This design comes from an exercise in tuning for small area on the open sky130 flow, not from production work.
The RTL was checked by simulation tests, not by an equivalence proof against the original design.
No activity file was given, so power comes from the tool's default toggle rates.

--- flow/design.v ---
`timescale 1ns / 1ps
module my_dff(
    input i_clk,
    input i_ena,
    input i_d,
    output reg o_q
    );
	 always @(posedge i_clk) begin
		if (i_ena) o_q <= i_d;
	 end
endmodule
`timescale 1ns / 1ps
module decade_counter(
    input i_clk,				 
    input i_reset,			 
	 input i_ena,
	 input i_inc,
	 input i_wr,
	 input [3:0] i_in,
	 output reg o_roll_high,		 
	 output reg o_roll_low,
    output reg[3:0] o_q	 
    );
	 always @(posedge i_clk) begin					 
		if (i_ena) begin	
			o_roll_high <= ((o_q==4'h8&i_inc)|(o_q==4'h0&~i_inc));
			o_roll_low <= ((o_q==4'h1&~i_inc)|(o_q==4'h9&i_inc));
			if (i_reset) begin
				o_q <= 1'h0;
				o_roll_low <= 1'b1;
			end else if (i_wr) o_q <= i_in;
			else if (i_inc) begin
				if (o_q==4'h9) o_q <= 4'h0;
				else o_q <= o_q+1'h1;
			end else begin
				if (o_q==4'h0) o_q <= 4'h9;
				else o_q <= o_q-1'h1;
			end
		end
	 end
endmodule
`timescale 1ns / 1ps
module demux_1_to_4(							 
    input [1:0] i_sel,
	 input i_in,
    output reg o_a,
    output reg o_b,
    output reg o_c,
    output reg o_d
    );
	 always @(*) begin
		o_a = 1'b0;
		o_b = 1'b0;
		o_c = 1'b0;
		o_d = 1'b0;
		case (i_sel)
			2'b00	:	o_a = i_in;
			2'b01	:	o_b = i_in;
			2'b10	:	o_c = i_in;
			2'b11	:	o_d = i_in;
		endcase
	 end
endmodule
`timescale 1ns / 1ps
module count_to_60(
    input i_clk,			 
    input i_reset,		 
	 input i_ena,
	 input i_inc,
    output reg o_roll,		 
    output [7:0] o_q	 
    );
	 wire w_carry_high, w_carry_low;
	 wire w_ena2;
	 wire w_roll_htl, w_roll_lth;
	 reg r_roll_htl, r_roll_lth;
	 reg r_ena2;
	 assign w_ena2 = i_ena&((i_inc&w_carry_high)|(~i_inc&w_carry_low));
	 assign w_roll_htl = ((o_q[7:4]==4'h5)&i_inc);
	 assign w_roll_lth = ((o_q[7:4]==4'h0)&~i_inc);
	 decade_counter first_digit	(.i_clk(i_clk),				 
											 .i_reset(i_reset),
											 .i_ena(i_ena),
											 .i_inc(i_inc),
											 .i_wr(1'b0),
											 .i_in(4'h0),
											 .o_roll_high(w_carry_high),
											 .o_roll_low(w_carry_low),
											 .o_q(o_q[3:0]));
	 decade_counter second_digit	(.i_clk(i_clk),
											 .i_reset(i_reset|w_roll_htl), 			 
											 .i_ena(w_ena2|i_reset),	 
											 .i_inc(i_inc),
											 .i_wr(w_roll_lth),
											 .i_in(4'h5),
											 .o_roll_high(),							 
											 .o_roll_low(),
											 .o_q(o_q[7:4]));	
	 always @(posedge i_clk) begin
		if (i_reset) o_roll <= 1'b0;
		else o_roll <= (o_q==8'h59&i_inc)|(o_q==8'h00&~i_inc);  
	 end
endmodule
`timescale 1ns / 1ps
module count_to_12(
    input i_clk,				
    input i_reset,			 
	 input i_ena,
	 input i_inc,
    output reg o_roll,		 
    output [7:0] o_q			 
    );
	 wire w_carry_high, w_carry_low;
	 wire w_ena2;
	 assign w_ena2 = i_ena&((i_inc&w_carry_high)|(~i_inc&w_carry_low)|o_roll);
	 decade_counter first_digit	(.i_clk(i_clk),						
											 .i_reset(i_reset|(o_roll&i_inc)),			
											 .i_ena(i_ena),
											 .i_inc(i_inc),
											 .i_wr(w_carry_low&~i_inc&~o_q[4]),
											 .i_in(4'h1),
											 .o_roll_high(w_carry_high),
											 .o_roll_low(w_carry_low),
											 .o_q(o_q[3:0]));
	 my_dff second_digit (.i_clk(i_clk),
								 .i_ena(w_ena2|i_reset),
								 .i_d(~i_reset&~o_q[4]),
								 .o_q(o_q[4]));
	 assign o_q[7:5] = 3'b000;
	 always @(posedge i_clk) begin	
		if (i_reset) o_roll <= 1'b0;
		else o_roll <= (o_q==8'h11&i_inc)|(o_q==8'h00&&~i_inc);			 
	 end
endmodule
`timescale 1ns / 1ps
module clock_control(
    input i_clk,			 
    input i_reset,		 
	 input [1:0] i_sel,	 
    input i_pulse_f,		 
	 input i_pulse_n,		 
	 input i_inc_pulse,	 
	 input i_dec_pulse,	 
	 input i_wr,			 
    output o_pm,			 
    output [7:0] o_hh,	 
    output [7:0] o_mm,	 
    output [7:0] o_ss	 
    );
	 wire w_ena, w_inc;
	 wire w_ena_ss, w_ena_mm, w_ena_hh, w_ena_pm;
	 wire w_ss_roll, w_mm_roll, w_hh_roll;
	 wire w_inc_ss, w_inc_mm, w_inc_hh, w_inc_pm;
	 assign w_ena_ss = (i_pulse_n&~i_wr)|(i_pulse_f&i_wr&w_inc_ss);
	 assign w_ena_mm = (i_pulse_n&~i_wr&w_ss_roll)|(i_pulse_f&i_wr&w_inc_mm);
	 assign w_ena_hh = (i_pulse_n&~i_wr&w_ss_roll&w_mm_roll)|(i_pulse_f&i_wr&w_inc_hh);
	 assign w_ena_pm = (i_pulse_n&~i_wr&w_ss_roll&w_mm_roll&w_hh_roll)|(i_pulse_f&i_wr&w_inc_pm);
	 assign w_inc = (i_inc_pulse|~i_wr);
	 demux_1_to_4 write_sel (.i_sel(i_sel),						
									 .i_in(i_inc_pulse|i_dec_pulse),
									 .o_a(w_inc_ss),
									 .o_b(w_inc_mm),
									 .o_c(w_inc_hh),
									 .o_d(w_inc_pm));
	 count_to_60 time_ss (.i_clk(i_clk),
								 .i_reset(i_reset),
								 .i_ena(w_ena_ss|i_reset),
								 .i_inc(w_inc),
								 .o_roll(w_ss_roll),
								 .o_q(o_ss));
	 count_to_60 time_mm (.i_clk(i_clk),
								 .i_reset(i_reset),
								 .i_ena(w_ena_mm|i_reset),
								 .i_inc(w_inc),
								 .o_roll(w_mm_roll),
								 .o_q(o_mm));
	 count_to_12 time_hh (.i_clk(i_clk),
								 .i_reset(i_reset),
								 .i_ena(w_ena_hh|i_reset),
								 .i_inc(w_inc),
								 .o_roll(w_hh_roll),
								 .o_q(o_hh));	
	 my_dff time_pm		(.i_clk(i_clk),
								 .i_ena((w_ena_pm)|i_reset),
								 .i_d(~i_reset&~o_pm),
								 .o_q(o_pm));								 
endmodule
`timescale 1ns / 1ps
module pulse_gen(
    input i_clk,					 
    input i_reset,
    output reg o_pulse_vf,  	 
	 output reg o_pulse_f,		 
	 output reg o_pulse_n		 
    );
	 reg [3:0] r_cnt_vf;			 
	 reg [8:0] r_cnt_f;			 
	 reg [1:0] r_cnt_n;			 
	 always @(posedge i_clk) begin
		if (i_reset) begin							 
			o_pulse_vf <= 1'b0;
			o_pulse_f <= 1'b0;
			o_pulse_n <= 1'b0;
			r_cnt_vf <= 4'h0;
			r_cnt_f <= 9'h000;
			r_cnt_n <= 2'h0;
		end else begin										 
			o_pulse_vf <= (r_cnt_vf==4'd15);
			o_pulse_f <= (r_cnt_f==9'd449);
			o_pulse_n <= (r_cnt_n==2'd3);
			if (r_cnt_vf==4'd15) r_cnt_vf <= 4'h0;
			else r_cnt_vf <= r_cnt_vf+1'b1;
			if (r_cnt_f==9'd449) r_cnt_f <= 9'h000;
			else r_cnt_f <= r_cnt_f+o_pulse_vf;
			if (r_cnt_n==2'd3) r_cnt_n <= 2'h0;
			else r_cnt_n <= r_cnt_n+o_pulse_f;
		end
	 end
endmodule
`timescale 1ns / 1ps
module button_debounce(
    input i_clk,
	 input i_reset,
	 input i_ena,
    input i_btn,
    output o_pulse
    );
	 wire w_delay1;
	 wire w_pq0, w_pq1, w_nq1;
	 my_dff_r dff_ms0 (.i_clk(i_clk),			 
						  .i_reset(i_reset),
						  .i_ena(i_ena),
						  .i_d(i_btn),
						  .o_q(w_delay1));
	 my_dff_r dff_pq0 (.i_clk(i_clk),
						  .i_reset(i_reset),
						  .i_ena(i_ena),
						  .i_d(w_delay1),
						  .o_q(w_pq0));
	 my_dff_r dff_pq1 (.i_clk(i_clk),			
						  .i_reset(i_reset),
						  .i_ena(i_ena),
						  .i_d(w_pq0),
						  .o_q(w_pq1));
	 assign w_nq1 = ~w_pq1;
	 assign o_pulse = w_nq1&w_pq0;  
endmodule
module my_dff_r(
    input i_clk,
    input i_reset,
    input i_ena,
    input i_d,
    output reg o_q
    );
	 always @(posedge i_clk) begin
		if (i_reset) o_q <= 1'b0;
		else if (i_ena) o_q <= i_d;
	 end
endmodule
`timescale 1ns / 1ps
module input_debounce(
    input i_clk,
	 input i_reset,
	 input i_ena,
    input i_wr_btn,
    input i_val_inc_btn,
    input i_val_dec_btn,
    input i_sel_inc_btn,
    input i_sel_dec_btn,
	 output o_wr_pulse,
	 output o_val_inc_pulse,
	 output o_val_dec_pulse,
	 output o_sel_inc_pulse,
	 output o_sel_dec_pulse
    );
	 wire w_wr_btn_n, w_val_inc_btn_n, w_val_dec_btn_n, w_sel_inc_btn_n, w_sel_dec_btn_n;
	 assign w_wr_btn_n = ~i_wr_btn;
	 assign w_val_inc_btn_n = ~i_val_inc_btn;
	 assign w_val_dec_btn_n = ~i_val_dec_btn;
	 assign w_sel_inc_btn_n = ~i_sel_inc_btn;
	 assign w_sel_dec_btn_n = ~i_sel_dec_btn;
	 button_debounce wr_btn	 	  (.i_clk(i_clk),
											.i_reset(i_reset),
											.i_ena(i_ena),
											.i_btn(w_wr_btn_n),
											.o_pulse(o_wr_pulse));										 
	 button_debounce val_inc_btn (.i_clk(i_clk),
										   .i_reset(i_reset),
										   .i_ena(i_ena),
											.i_btn(w_val_inc_btn_n),
											.o_pulse(o_val_inc_pulse));							
	 button_debounce val_dec_btn (.i_clk(i_clk),
											.i_reset(i_reset),
											.i_ena(i_ena),
											.i_btn(w_val_dec_btn_n),
											.o_pulse(o_val_dec_pulse));
	 button_debounce sel_inc_btn (.i_clk(i_clk),
											.i_reset(i_reset),
											.i_ena(i_ena),
											.i_btn(w_sel_inc_btn_n),
											.o_pulse(o_sel_inc_pulse));
	 button_debounce sel_dec_btn (.i_clk(i_clk),
											.i_reset(i_reset),
											.i_ena(i_ena),
											.i_btn(w_sel_dec_btn_n),
											.o_pulse(o_sel_dec_pulse));
endmodule
`timescale 1ns / 1ps
module pulse_to_toggle(
    input i_clk,
	 input i_ena,
    input i_reset,
    input i_pulse,
    output o_toggle
    );
	 wire w_ena_p2t;
	 assign w_ena_p2t = i_ena&i_pulse;
	 my_dff p2t (.i_clk(i_clk),
					 .i_ena(w_ena_p2t|i_reset),
					 .i_d(~i_reset&~o_toggle),
					 .o_q(o_toggle));								 
endmodule
`timescale 1ns / 1ps
module sel_control(
    input i_clk,
	 input i_ena,
    input i_reset,
    input i_inc_pulse,
    input i_dec_pulse,
    output [1:0] o_val
    );
	 wire [1:0] unused;
	 wire w_ena_sel, w_roll_htl, w_roll_lth;
	 assign w_ena_sel = i_ena&(i_inc_pulse|i_dec_pulse);
	 assign w_roll_htl = (o_val==2'b11)&i_inc_pulse;
	 assign w_roll_lth = (o_val==2'b00)&~i_inc_pulse;
	 decade_counter sel (.i_clk(i_clk),
								.i_reset(i_reset|w_roll_htl),
								.i_ena(w_ena_sel|i_reset),
								.i_inc(i_inc_pulse),
								.i_wr(w_roll_lth),
								.i_in(4'h3),
								.o_roll_high(),
								.o_roll_low(),
								.o_q({unused, o_val}));
endmodule
`timescale 1ns / 1ps
module input_control(
	 input i_clk,
	 input i_ena,
	 input i_reset,
	 input i_wr_pulse,
	 input i_sel_inc_pulse,
	 input i_sel_dec_pulse,
	 output o_wr_toggle,
	 output [1:0] o_sel_val
    );
	 pulse_to_toggle wr_control (.i_clk(i_clk),
										  .i_ena(i_ena),
										  .i_reset(i_reset),
										  .i_pulse(i_wr_pulse),
										  .o_toggle(o_wr_toggle));
	 sel_control sel_control    (.i_clk(i_clk),
										  .i_ena(i_ena),
										  .i_reset(i_reset),
										  .i_inc_pulse(i_sel_inc_pulse),
										  .i_dec_pulse(i_sel_dec_pulse),
										  .o_val(o_sel_val));
endmodule
`timescale 1ns / 1ps
module ST7066U_update_pulse(
    input i_clk,
    input i_ena,
    input i_clock_pulse,
    input i_input_pulse,
	 input i_inc_pulse,
	 input i_dec_pulse,
    input i_wr,
    output reg o_update_pulse
    );
	 always @(posedge i_clk) begin
		if ((i_clock_pulse&~i_wr)|((i_inc_pulse|i_dec_pulse)*i_input_pulse&i_wr)) o_update_pulse <= 1'b1;
		else if (i_ena) o_update_pulse <= 1'b0;
	 end
endmodule
`timescale 1ns / 1ps
module ST7066U_control(
    input i_clk,
    input i_ena,
    input i_reset,
	 input i_update_pulse,
    input i_pm,
    input [7:0] i_hh,
    input [7:0] i_mm,
    input [7:0] i_ss,
	 output reg o_data,
	 output reg o_e_trigger,
	 output reg [2:0] o_sel,
	 output reg [3:0] o_val
    );
	 parameter [5:0] LFI = 6'd0, ST1 = 6'd1, ST2 = 6'd2, ST3 = 6'd3, ST4 = 6'd4, ST5 = 6'd5;
	 parameter [5:0] SET = 6'd6, UPH = 6'd7, LWH = 6'd8, UPM = 6'd9, LWM = 6'd10, UPS = 6'd11, LWS = 6'd12, UPP = 6'd13, LWP = 6'd14;
	 parameter [5:0] H2M = 6'd15, M2S = 6'd16, S2P = 6'd17, S1W = 6'd18, S2W = 6'd19, S3W = 6'd20, S4W = 6'd21;
	 parameter [5:0] SAW = 6'd22, W01 = 6'd23, W02 = 6'd24, W03 = 6'd25, W04 = 6'd26, W05 = 6'd27, W06 = 6'd28, W07 = 6'd29, W08 = 6'd30, W09 = 6'd31, W10 = 6'd32, W11 = 6'd33, ASW = 6'd34;
	 reg [5:0] state, next_state;
	 reg [11:0] r_cnt;
	 always @(*) begin
		next_state = LFI;
		case(state)
			LFI:	next_state = i_update_pulse? SET:LFI;
			ST1:	next_state = S1W;
			S1W:	next_state = (r_cnt==12'd32)? ST2:S1W;		 
			ST2:	next_state = S2W;
			S2W:	next_state = (r_cnt==12'd64)? ST3:S2W;		 
			ST3:	next_state = S3W;
			S3W:	next_state = (r_cnt==12'd96)? ST4:S3W;		 
			ST4:	next_state = S4W;
			S4W:	next_state = (r_cnt==12'd1320)? ST5:S4W;	 
			ST5:	next_state = ASW;									 
			ASW:	next_state = (r_cnt==12'd1352)? SET:ASW;
			SET:	next_state = SAW;
			SAW:	next_state = (r_cnt==12'd32)? UPH:SAW;
			UPH:	next_state = W01;
			W01:	next_state = (r_cnt==12'd67)? LWH:W01;
			LWH:	next_state = W02;
			W02:	next_state = (r_cnt==12'd102)? H2M:W02;
			H2M:	next_state = W03;
			W03:	next_state = (r_cnt==12'd137)? UPM:W03;
			UPM:	next_state = W04;
			W04:	next_state = (r_cnt==12'd172)? LWM:W04;
			LWM:	next_state = W05;
			W05:	next_state = (r_cnt==12'd207)? M2S:W05;
			M2S:	next_state = W06;
			W06:	next_state = (r_cnt==12'd242)? UPS:W06;
			UPS:	next_state = W07;
			W07:	next_state = (r_cnt==12'd277)? LWS:W07;
			LWS:	next_state = W08;
			W08:	next_state = (r_cnt==12'd312)? S2P:W08;
			S2P:	next_state = W09;
			W09:	next_state = (r_cnt==12'd347)? UPP:W09;
			UPP:	next_state = W10;
			W10:	next_state = (r_cnt==12'd382)? LWP:W10;
			LWP: 	next_state = W11;
			W11:	next_state = (r_cnt==12'd417)? LFI:W11;
			default: next_state = LFI;
		endcase
	 end
	 always @(posedge i_clk) begin
		if (i_reset) begin	 
			state <= ST1;
			r_cnt <= 12'd0;
		end else if (i_ena) begin	 
			state <= next_state;
			r_cnt <= (state==SET)? 12'd0:r_cnt+1'b1;
		end
		o_e_trigger <= 1'b1;	 
		if (state==ST1) begin
			o_data <= 1'b0;
			o_sel <= 3'b100;	
		end else if (state==ST2) begin
			o_data <= 1'b0;
			o_sel <= 3'b100;
		end else if (state==ST3) begin
			o_data <= 1'b0;
			o_sel <= 3'b101;		
		end else if (state==ST4) begin
			o_data <= 1'b0;
			o_sel <= 3'b110;		
		end else if (state==ST5) begin
			o_data <= 1'b0;
			o_sel <= 3'b111;	
		end else if (state==SET) begin
			o_data <= 1'b0;
			o_sel <= 3'b000;	
			o_val <= 4'h0;
		end else if (state==UPH) begin
			o_data <= 1'b1;
			o_sel[1:0] <= 2'b00;
			o_val <= i_hh[7:4];
		end else if (state==LWH) begin
			o_data <= 1'b1;
			o_sel[1:0] <= 2'b00;
			o_val <= i_hh[3:0];	
		end else if (state==H2M) begin
			o_data <= 1'b1;
			o_sel[1:0] <= 2'b01;
			o_val[0] <= 1'b0;		
		end else if (state==UPM) begin
			o_data <= 1'b1;
			o_sel[1:0] <= 2'b00;
			o_val <= i_mm[7:4];	
		end else if (state==LWM) begin
			o_data <= 1'b1;
			o_sel[1:0] <= 2'b00;
			o_val <= i_mm[3:0];	
		end else if (state==M2S) begin
			o_data <= 1'b1;
			o_sel[1:0] <= 2'b01;
			o_val[0] <= 1'b0;
		end else if (state==UPS) begin
			o_data <= 1'b1;
			o_sel[1:0] <= 2'b00;
			o_val <= i_ss[7:4];	
		end else if (state==LWS) begin
			o_data <= 1'b1;
			o_sel[1:0] <= 2'b00;
			o_val <= i_ss[3:0];	
		end else if (state==S2P) begin
			o_data <= 1'b1;
			o_sel[1:0] <= 2'b01;
			o_val[0] <= 1'b1;
		end else if (state==UPP) begin
			o_data <= 1'b1;
			o_sel[1:0] <= 2'b11;
			o_val[0] <= i_pm;		
		end else if (state==LWP) begin
			o_data <= 1'b1;
			o_sel[1:0] <= 2'b10;		
		end else if (state==LFI) o_e_trigger <= 1'b0;
		else if (state==S1W) o_e_trigger <= 1'b0;
		else if (state==S2W) o_e_trigger <= 1'b0;
		else if (state==S3W) o_e_trigger <= 1'b0;
		else if (state==S4W) o_e_trigger <= 1'b0;
		else if (state==ASW) o_e_trigger <= 1'b0;
		else if (state==SAW) o_e_trigger <= 1'b0;
		else if (state==W01) o_e_trigger <= 1'b0;
		else if (state==W02) o_e_trigger <= 1'b0;
		else if (state==W03) o_e_trigger <= 1'b0;
		else if (state==W04) o_e_trigger <= 1'b0;
		else if (state==W05) o_e_trigger <= 1'b0;
		else if (state==W06) o_e_trigger <= 1'b0;
		else if (state==W07) o_e_trigger <= 1'b0;
		else if (state==W08) o_e_trigger <= 1'b0;
		else if (state==W09) o_e_trigger <= 1'b0;
		else if (state==W10) o_e_trigger <= 1'b0;
		else if (state==W11) o_e_trigger <= 1'b0;
	 end
endmodule
`timescale 1ns / 1ps
module ST7066U_write_operation(
    input i_clk,
    input i_ena,
	 input i_reset,
	 input i_data,
	 input i_e_trigger,
    output reg o_rs,
    output reg o_e
    );
	 reg [2:0] r_cnt;
	 always @(posedge i_clk) begin
		if (i_reset) begin
			o_e <= 1'b0;
			r_cnt <= 3'b0;
		end else begin
			if (i_ena&i_e_trigger) begin
				o_rs <= i_data;
				o_e <= 1'b1;
				r_cnt <= 3'b0;
			end
			if (o_e) begin
				r_cnt <= r_cnt + 1'b1;
				o_e <= ~(r_cnt==3'b110);
			end
		end
	 end
endmodule
`timescale 1ns / 1ps
module ST7066U_data_output(
    input i_clk,
    input i_ena,				 
	 input i_data,				 
	 input [2:0] i_sel,		 
    input [3:0] i_d,			 
    output reg [7:0] o_q	 
    );
	 always @(posedge i_clk) begin
		if (i_ena) begin
			if (i_data) begin
				if (i_sel[1:0] == 2'b11) begin
					if (i_d[0]==1'b1) o_q <= 8'h50;  
					else o_q <= 8'h41;				   
				end
				if (i_sel[1:0] == 2'b10) o_q <= 8'h4d;  
				if (i_sel[1:0] == 2'b01) begin
					if (i_d[0]==1'b0) o_q <=8'h3a;  
					if (i_d[0]==1'b1) o_q <=8'h20;  
				end
				if (i_sel[1:0] == 2'b00) o_q <= {4'h3, i_d};	 
			end else begin
				if (i_sel[2] == 1'b0) o_q <= {1'b1, i_sel[0], 1'b0, i_sel[1], i_d};  
				if (i_sel[2] == 1'b1) begin
					if (i_sel[1:0] == 2'b00) o_q <= 8'h38;  
					if (i_sel[1:0] == 2'b01) o_q <= 8'h0c;  
					if (i_sel[1:0] == 2'b10) o_q <= 8'h01;  
					if (i_sel[1:0] == 2'b11) o_q <= 8'h06;  
				end
			end
		end
	 end
endmodule
`timescale 1ns / 1ps
module ST7066U_driver(
    input i_clk,
    input i_ena,
	 input i_reset,
    input i_clock_pulse,
    input i_input_pulse,
	 input i_inc_pulse,
	 input i_dec_pulse,
    input i_wr,
    input i_pm,
    input [7:0] i_hh,
    input [7:0] i_mm,
    input [7:0] i_ss,
    output o_rs,
    output o_e,
    output [7:0] o_d
    );
	 wire w_update_pulse, w_lcd_data, w_e_trigger;
	 wire [2:0] w_lcd_sel;
	 wire [3:0] w_lcd_val;
	 ST7066U_update_pulse lcd_pulse_gen   (.i_clk(i_clk),
														.i_ena(i_ena),
														.i_clock_pulse(i_clock_pulse),
														.i_input_pulse(i_input_pulse),
														.i_inc_pulse(i_inc_pulse),
														.i_dec_pulse(i_dec_pulse),
														.i_wr(i_wr),
														.o_update_pulse(w_update_pulse));
	 ST7066U_control control_fsm	  		  (.i_clk(i_clk),
														.i_ena(i_ena),
														.i_reset(i_reset),
														.i_update_pulse(w_update_pulse),
														.i_pm(i_pm),
														.i_hh(i_hh),
														.i_mm(i_mm),
														.i_ss(i_ss),
														.o_data(w_lcd_data),
														.o_e_trigger(w_e_trigger),
														.o_sel(w_lcd_sel),
														.o_val(w_lcd_val));
	 ST7066U_write_operation rs_e_output  (.i_clk(i_clk),
														.i_ena(i_ena),
														.i_reset(i_reset),
														.i_data(w_lcd_data),
														.i_e_trigger(w_e_trigger),
														.o_rs(o_rs),
														.o_e(o_e));
	 ST7066U_data_output d_output			  (.i_clk(i_clk),
														.i_ena(i_ena),
														.i_data(w_lcd_data),
														.i_sel(w_lcd_sel),
														.i_d(w_lcd_val),
														.o_q(o_d));
endmodule
`timescale 1ns / 1ps
module top_module(
    input i_clk,			 
	 input i_reset_btn,
	 input i_wr_btn,
	 input i_val_inc_btn,
	 input i_val_dec_btn,
	 input i_sel_inc_btn,
	 input i_sel_dec_btn,
	 output o_rs,
	 output o_e,
	 output [7:0] o_d
    );
	 wire [1:0] w_sel;
	 wire w_pm;
	 wire [7:0] w_hh, w_mm, w_ss;
	 wire w_reset_n, w_lcd_pulse, w_input_pulse, w_clock_pulse;
	 wire w_val_inc_pulse, w_val_dec_pulse, w_wr_pulse, w_sel_inc_pulse, w_sel_dec_pulse, w_wr;
	 assign w_reset_n = ~i_reset_btn;
	 pulse_gen pulse_gen 	  (.i_clk(i_clk),
										.i_reset(w_reset_n),
										.o_pulse_vf(w_lcd_pulse),
										.o_pulse_f(w_input_pulse),
										.o_pulse_n(w_clock_pulse));
	 clock_control time_keeper 	(.i_clk(i_clk),
											 .i_reset(w_reset_n),
											 .i_sel(w_sel),
											 .i_pulse_f(w_input_pulse),
											 .i_pulse_n(w_clock_pulse),
											 .i_inc_pulse(w_val_inc_pulse),
											 .i_dec_pulse(w_val_dec_pulse),
											 .i_wr(w_wr),
											 .o_pm(w_pm),
											 .o_ss(w_ss),
											 .o_mm(w_mm),
											 .o_hh(w_hh));
	 input_debounce btn_debouncer (.i_clk(i_clk),
											 .i_reset(w_reset_n),
											 .i_ena(w_input_pulse),
											 .i_wr_btn(i_wr_btn),
											 .i_val_inc_btn(i_val_inc_btn),
											 .i_val_dec_btn(i_val_dec_btn),
											 .i_sel_inc_btn(i_sel_inc_btn),
											 .i_sel_dec_btn(i_sel_dec_btn),
											 .o_wr_pulse(w_wr_pulse),
											 .o_val_inc_pulse(w_val_inc_pulse),
											 .o_val_dec_pulse(w_val_dec_pulse),
											 .o_sel_inc_pulse(w_sel_inc_pulse),
											 .o_sel_dec_pulse(w_sel_dec_pulse));
	 input_control wr_sel_control (.i_clk(i_clk),
											 .i_ena(w_input_pulse),
											 .i_reset(w_reset_n),
											 .i_wr_pulse(w_wr_pulse),
											 .i_sel_inc_pulse(w_sel_inc_pulse),
											 .i_sel_dec_pulse(w_sel_dec_pulse),
											 .o_wr_toggle(w_wr),
											 .o_sel_val(w_sel));
	 ST7066U_driver lcd_driver 	(.i_clk(i_clk),
											 .i_ena(w_lcd_pulse),
											 .i_reset(w_reset_n),
											 .i_clock_pulse(w_clock_pulse),
											 .i_input_pulse(w_input_pulse),
											 .i_inc_pulse(w_val_inc_pulse),
											 .i_dec_pulse(w_val_dec_pulse),
											 .i_wr(w_wr),
											 .i_pm(w_pm),
											 .i_hh(w_hh),
											 .i_mm(w_mm),
											 .i_ss(w_ss),
											 .o_rs(o_rs),
											 .o_e(o_e),
											 .o_d(o_d));
endmodule
--- flow/run.sh ---
#!/bin/bash
# synth_recipe.tcl (not shown) runs the flow's synth.tcl, then flattens the netlist and writes it again
# the make line also repeats each setting of config.mk as NAME=value (left out here)
make -C /OpenROAD-flow-scripts/flow DESIGN_CONFIG=/design/flow/config.mk WORK_HOME=/design/flow/orfs CLKGATE_MAP_FILE= SYNTH_SCRIPT=/design/flow/synth_recipe.tcl finish
--- flow/config.mk ---
export PLATFORM = sky130hd
export DESIGN_NAME = top_module
export DESIGN_NICKNAME = top_module
export VERILOG_FILES = /design/flow/design.v
export SDC_FILE = /design/flow/constraint.sdc
export NUM_CORES = 4
export LEC_CHECK = 0
export CAP_MARGIN = 20
export CORE_MARGIN = 2
export CORE_UTILIZATION = 40
export SLEW_MARGIN = 20
--- flow/constraint.sdc ---
create_clock -name core_clock -period 10.0 [get_ports {i_clk}]
set_input_delay 2.0000 -clock core_clock [delete_from_list [all_inputs] [get_ports {i_clk}]]
set_output_delay 2.0000 -clock core_clock [all_outputs]
set_load 0.01 [all_outputs]
==> results.ini <==
[clock_network]
clock_latency_ns = 0.35
cts_tree = yes
post_cts_buffers = 0
post_cts_resize_count = 0
cts_buffers = 9
cts_hold_buffers = 0
cts_num_sinks = 110
cts_buffer_depth = 2
cts_max_level = 3
clockRootBuffer = clkbuf_16
clkTransAtPathRegs_ns = 0.07

[routing]
met3WireLength_um = 553
dr.first_iter.drc_count = 431
vias = 5705
routed.top_layer = met4
drc = 0
drt_pass1_iterations = 5
wire_per_inst_um = 16.0
vias_per_cell = 5.75
drt_wl_total_um = 15900
drtAntennaViolNets = 0
wl_met1_um = 7370
wl_met2_um = 7760

[pwr]
p_leak_nw = 2.51
clock_power_share_pct = 40.3
p_per_area_nw_per_um2 = 132
combPwrFrac_pct = 6.7
pwr-share-seq_pct = 52.9
p_sw_w = 0.000222
internal-power_w = 0.000728
power_w = 0.000950
p_sw_share_pct = 23.4
peakVddDrop_mv = 0.0676

[setup_path]
crit_required_ns = 10.20
crit_path_cell_trace = clkdlybuf4s50_1 -> clkinv_1 -> buf_4 -> a21oi_1 -> nand2_1 -> nor2_1
startpoint_type = input pin
worstPathArrival_ns = 4.13
path_class = input pin to register
slowest_stage = clkdlybuf4s50_1
max_stage_delay_ns = 1.03
path_max_fanout = 52
end_kind = register

[global_routing]
grt_max_degree = 53
grt_pass1_vias = 5224
antenna_found_initial = 0
grt_overflow_total = 0
track_usage_pct = 18.2
grt_pass1_wl_um = 26400

[logic_synthesis]
synth.top_cell.area_share_pct = 20.8
synth_nets = 817
syn_area_per_cell_um2 = 8.32
async_reset_ff_share_pct = 0
yosys-top-cells-count = nor2_1, nand2_1, dfxtp_1, o21ai_0, edfxtp_1
seq_area_frac_synth_pct = 40.0
ys.flop_type = dfxtp_1
synth_edf_count = 46
synth_area_leader_cell = edfxtp_1
synth_cell_types = 75
ys_ff_latch = 110
synth_area_leaders = edfxtp_1, dfxtp_1, nor2_1
yosysWarnings = 11
netlist_area_um2 = 6660
yosys.cell_count.top_type = nor2_1
postSynthCellCount = 800

[sta]
drv_slew = 0
finalWorstSetupSlack_ns = 6.07
maxSlewHeadroom_pct = 33.8
finalCritPeriodShare_pct = 39.3
timing.setup.tns_ns = 0
grt_setup_unrepaired = no
min_period_ns = 3.93
finClkSkew_ns = 0.00735
setup_violations = 0
worst_slew_pin_slew_ns = 0.991
max_freq_mhz = 254
hold_violations = 0

[placement]
gp_congestion = 0.896
place_worst_setup_slack_ns = 5.70
placed_cells_incl_taps = 977
hpwlAfterDp_um = 11200
portBuffers = 16

[final_layout]
drive_above_1_share_pct = 6.47
nets = 785
final_cells = 993
nFillCells = 1568
n_antenna_cell = 0
areaGrowthSynthToFinish_pct = 8.20

[die]
fp.coreArea_um2 = 16400
die_w_um = 133
io-pin-count = 17
initial_core_util_pct = 40.6
rows = 47
die_h_um = 133
die_area_um2 = 17700

[min_path]
hold_path_class = register to register

[run_status]
status = complete, no violations

[run]
cap_violations = 0

[metal layers]
metal	vias to the layer above	track usage (%)
met5	-	0
met3	18	3.18
li1	2813	-
met2	144	30.7
met4	0	4.96
met1	2730	23.9
[placed cells by master, fill, tap and decap left out, types with 5 or more instances in the layout]
cell / synthesis / layout
nor2_1: 137 / 137
nand2_1: 72 / 71
dfxtp_1: 64 / 64
o21ai_0: 49 / 49
edfxtp_1: 46 / 46
a21oi_1: 34 / 34
nand3_1: 33 / 33
inv_1: 24 / 24
mux2i_1: 19 / 19
xnor2_1: 19 / 19
nor3_1: 18 / 18
nand2b_1: 16 / 16
clkdlybuf4s50_1: 0 / 16
nor2b_1: 13 / 13
xor2_1: 13 / 13
nand4_1: 11 / 11
and3_1: 10 / 10
ha_1: 10 / 10
clkbuf_16: 0 / 10
nor4_1: 8 / 8
o211ai_1: 8 / 8
o22ai_1: 8 / 8
a22oi_1: 7 / 7
buf_4: 0 / 7
and2_1: 6 / 6
a32oi_1: 6 / 6
a211oi_1: 6 / 6
a311oi_1: 5 / 5
o311ai_0: 5 / 5
mux2_2: 5 / 5
a31oi_1: 5 / 5
[state kept, by name (all words and copies together), names as in the netlist, 6 cells and up]
register and count:
lcd_driver.control_fsm.r_cnt 12, pulse_gen.r_cnt_f 9, lcd_driver.d_output.o_q 8, lcd_driver.control_fsm.state 6
[cells by family after synthesis]
family          count (synthesis)  synth area share, %
fa+ha+maj                      10                 1.88
simple gates                  352                 25.7
mux                            27                 4.72
flops                         110                 40.0
buf+inv                        91                 5.51
xor+xnor                       32                 4.21
compound gates                178                 18.0
[power by group through the flow]
stage                     Clock [W]  Combinational (W)  Sequential [W]
after floorplan                   0          0.0000650        0.000494
after global placement            0          0.0000624        0.000512
after detailed placement          0          0.0000645        0.000513
after CTS                  0.000392          0.0000647        0.000502
after global routing       0.000410          0.0000730        0.000506
final                      0.000383          0.0000641        0.000503
[layout make-up]
| cell class | instances | area, µm² | area share (%) |
|---|---|---|---|
| clock buffers | 11 | 264 | 3.67 |
| clock inverters | 5 | 63.8 | 0.886 |
| inverters | 25 | 93.8 | 1.30 |
| multi-input cells | 599 | 3630 | 50.4 |
| flip-flops and latches | 110 | 2660 | 37.0 |
| well taps | 220 | 275 | 3.82 |
| repair buffers | 23 | 213 | 2.95 |
[critical path, delay by kind of cell]
| family | cells | cell delay (ns) |
|---|---|---|
| AND/OR/NAND/NOR | 2 | 0.27 |
| buffers and inverters | 3 | 1.59 |
| AO/OA/AOI/OAI | 1 | 0.24 |
[final timing paths]
kind                                                            to  cells after the start                             from  slack (ns)
max           time_keeper.time_hh.first_digit.o_q[3]$_SDFFCE_PP0P_                      6                      i_reset_btn        6.07
min                                pulse_gen.r_cnt_n[0]$_SDFF_PP0_                      1  pulse_gen.r_cnt_n[1]$_SDFF_PP0_        0.46
max reg2reg  time_keeper.time_mm.second_digit.o_q[0]$_SDFFCE_PP0P_                      4   pulse_gen.o_pulse_f$_SDFF_PN0_        7.20
min reg2reg                        pulse_gen.r_cnt_n[0]$_SDFF_PP0_                      1  pulse_gen.r_cnt_n[1]$_SDFF_PP0_        0.46
[through the flow]
step / util [%] / cell area [µm²] / hold slack, ns
2_1_floorplan: - / 6660 / 0.417
3_3_place_gp: 41.9 / 6870 / 0.424
3_5_place_dp: 41.9 / 6870 / 0.443
4_1_cts: 43.9 / 7200 / 0.456
5_1_grt: 43.9 / 7200 / 0.477
6_report: 43.9 / 7200 / 0.460

## static timing again, ports no longer ideal
No port has a modelled driver above. Below, the same layout with a new extraction and two added sets of constraints.
Step 1 sets driving cells, clkbuf_16 on the clock port and buf_2 on the other inputs (assumed; they add their load-dependent delay and slew).
Step 2 adds t to the input delays and takes it off the output delays; t is the mean of the earliest and latest rising clock arrival at the registers after step 1. Input paths then give back, and output paths get back, about the clock's delay inside the block.
Three values: ideal, step 1, step 2; two values: the first two.
t (ns): 0.387
slack for setup (ns): 6.070 / 6.085 / 5.699
hold slack, ns: 0.460 / 0.460 / 0.460
worst setup path at the end: input to register
After both steps this run still meets setup and hold. For this run, drivers alone change the setup slack by +0.015 ns; drivers and shift together by -0.371 ns.
